This is an optimization exercise on Yosys and OpenROAD, whose aim is small area, a short achievable clock period and few clock cycles, not a production implementation.
Function was checked by simulation only, so behaviour that the tests miss may differ from the original.
Power is estimated from default activity; no workload was simulated.

Setup of tundra:
## cpu
module cpu(clk, reset, s, load, in, out, N, V, Z, w);
    input clk, reset, s, load;
    input [15:0] in;
    output [15:0] out;
    output N, V, Z, w;
    reg w, rep;
    reg [15:0] ir;
    wire w_nx, rep_nx, start;
    FSM_controller ctl(.reset(reset), .s(s), .load(load), .rep(rep),
                       .w_nx(w_nx), .rep_nx(rep_nx), .start(start));
    always @(posedge clk) begin
        w <= w_nx;
        rep <= rep_nx;
        if (load) ir <= in;
    end
    wire [15:0] ins;
    wire [2:0] rn, rm;
    wire [1:0] sh;
    insmux #(16) mi(.rep(rep), .in(in), .ir(ir), .q(ins));
    insmux #(3) mn(.rep(rep), .in(in[10:8]), .ir(ir[10:8]), .q(rn));
    insmux #(3) mm(.rep(rep), .in(in[2:0]), .ir(ir[2:0]), .q(rm));
    insmux #(2) ms(.rep(rep), .in(in[4:3]), .ir(ir[4:3]), .q(sh));
    wire wr1, wc1, cmp1, gsel1, ci1, aen, movi, inv;
    wire [2:0] rd1;
    instruction_decoder dec(.ins(ins), .start(start), .wr(wr1), .wc(wc1), .cmp(cmp1),
                            .gsel(gsel1), .ci(ci1), .aen(aen), .movi(movi), .inv(inv),
                            .rd(rd1));
    reg [15:0] r0, r1, r2, r3, r4, r5, r6, r7;
    wire [15:0] n0, n1, n2, n3, n4, n5, n6, n7;
    reg wr2;
    reg [2:0] rd2;
    wire [15:0] res;
    regfile rf(.we(wr2), .wa(rd2), .wd(res),
  ...
Size in the first run: roughly 2000 cells after synthesis, ~40 I/O pins.
clock: 5.5 ns
lec_check: 0
abc_area: 1
cap_margin: 20
core_margin: 2
core_utilization: 40
setup_slack_margin: 2.0
slew_margin: 20
synth_hierarchical: 1
synth_minimum_keep_size: 0
standard.sh (not shown) runs the stock make flow with config.mk's settings and CLKGATE_MAP_FILE= SYNTH_SCRIPT=/design/flow/synth_recipe.tcl, a recipe that flattens the netlist after the stock synthesis.
==> flow/flow/run.sh <==
#!/bin/bash
# Standard synthesis, then the standard layout with port buffers of a
# stronger cell and sizing not held to each cell's footprint.
set -euo pipefail
bash standard.sh synth > synth.log 2>&1
bash standard.sh MATCH_CELL_FOOTPRINT=0 'BUFFER_PORTS_ARGS=-buffer_cell sky130_fd_sc_hd__buf_4' finish > layout.log 2>&1
Testbench counts of tundra, summed over its fixed seeds: cycles 6,000.
Here is what was changed in the inputs of yarrow compared with tundra.
# tundra
export LEC_CHECK = 0
export ABC_AREA = 1
export CAP_MARGIN = 20
export CORE_MARGIN = 2
export CORE_UTILIZATION = 40
export SETUP_SLACK_MARGIN = 2.0
export SLEW_MARGIN = 20
export SYNTH_HIERARCHICAL = 1
export SYNTH_MINIMUM_KEEP_SIZE = 0
create_clock -name core_clock -period 5.5 [get_ports {clk}]
# yarrow
export LEC_CHECK = 0
export CAP_MARGIN = 20
export CORE_MARGIN = 2
export CORE_UTILIZATION = 40
export CTS_BUF_LIST = sky130_fd_sc_hd__clkbuf_8
export CTS_CLUSTER_DIAMETER = 50
export CTS_CLUSTER_SIZE = 16
export SETUP_SLACK_MARGIN = 2.0
export SLEW_MARGIN = 20
export SYNTH_HIERARCHICAL = 1
export SYNTH_MINIMUM_KEEP_SIZE = 0
create_clock -name core_clock -period 5.5 [get_ports {clk}]
Results
- [compare] base=tundra new=yarrow: share of power burned in the clock network lost 13 points; die area lost 9.8%; area growth from synthesis to final layout picked up an extra 1.5 points.
- For tundra, the leading power group was clock, unlike yarrow, where it was sequential cells.
Input changes introduced in quartz (baseline for comparison: yarrow):
# yarrow
export LEC_CHECK = 0
export CAP_MARGIN = 20
export CORE_MARGIN = 2
export CORE_UTILIZATION = 40
export CTS_BUF_LIST = sky130_fd_sc_hd__clkbuf_8
export CTS_CLUSTER_DIAMETER = 50
export CTS_CLUSTER_SIZE = 16
export SETUP_SLACK_MARGIN = 2.0
export SLEW_MARGIN = 20
export SYNTH_HIERARCHICAL = 1
export SYNTH_MINIMUM_KEEP_SIZE = 0
create_clock -name core_clock -period 5.5 [get_ports {clk}]
# quartz
export LEC_CHECK = 0
export CAP_MARGIN = 20
export CORE_MARGIN = 2
export CORE_UTILIZATION = 40
export SETUP_SLACK_MARGIN = 2.0
export SLEW_MARGIN = 20
export SYNTH_HIERARCHICAL = 1
export SYNTH_MINIMUM_KEEP_SIZE = 0
create_clock -name core_clock -period 5.5 [get_ports {clk}]
- quartz vs. yarrow: global-route usage +0.15 points, setup slack about even, global-route track usage on met1 stayed essentially flat.
Changes in lagoon relative to quartz:
# quartz
export LEC_CHECK = 0
export CAP_MARGIN = 20
export CORE_MARGIN = 2
export CORE_UTILIZATION = 40
export SETUP_SLACK_MARGIN = 2.0
export SLEW_MARGIN = 20
export SYNTH_HIERARCHICAL = 1
export SYNTH_MINIMUM_KEEP_SIZE = 0
create_clock -name core_clock -period 5.5 [get_ports {clk}]
# lagoon
export LEC_CHECK = 0
export CAP_MARGIN = 20
export CORE_MARGIN = 2
export CORE_UTILIZATION = 55
export CTS_CLUSTER_DIAMETER = 120
export CTS_CLUSTER_SIZE = 25
export SETUP_SLACK_MARGIN = 2.0
export SLEW_MARGIN = 20
export SYNTH_HIERARCHICAL = 1
export SYNTH_MINIMUM_KEEP_SIZE = 0
create_clock -name core_clock -period 5.5 [get_ports {clk}]
## What came out
Compared with quartz, lagoon is the less power-hungry design.
Any difference in hold slack between quartz and lagoon is small enough to ignore.
| maximum frequency | quartz vs lagoon | ≈ equal |
Going from quartz to lagoon, the global-route usage was found to have gone up by 7.2 points.

## static timing again, ports no longer ideal
Ports are ideal in the flow. The routed layouts listed here were re-timed in OpenROAD. Step 1: set_driving_cell puts a clkbuf_16 on clk and a buf_2 on each other input, an assumption about the parent block. Step 2 also shifts input and output timing later by t, the mid clock arrival at the registers, as if the neighbouring blocks saw the same clock. Slacks: no drivers / after step 1 / after step 2; pairs: no drivers / after step 1.
run | t, ns | setup WS [ns] | worst setup path at the end | latest minus earliest clock arrival (ns) | cell pins on the clock port's net
tundra | 0.581 | 2.169 / 2.118 / 1.734 | input to register | 0.016 / 0.016 | 1
yarrow | 0.603 | 2.093 / 2.049 / 1.663 | input to register | 0.043 / 0.043 | 1
quartz | 0.557 | 2.096 / 2.047 / 1.655 | input to register | 0.013 / 0.013 | 1
lagoon | 0.524 | 2.103 / 2.055 / 1.701 | input to register | 0.031 / 0.032 | 1
After both steps every run listed still meets setup and hold. The setup slack of quartz, which loses most, moves by -0.049 ns with the drivers and by -0.441 ns with both steps.
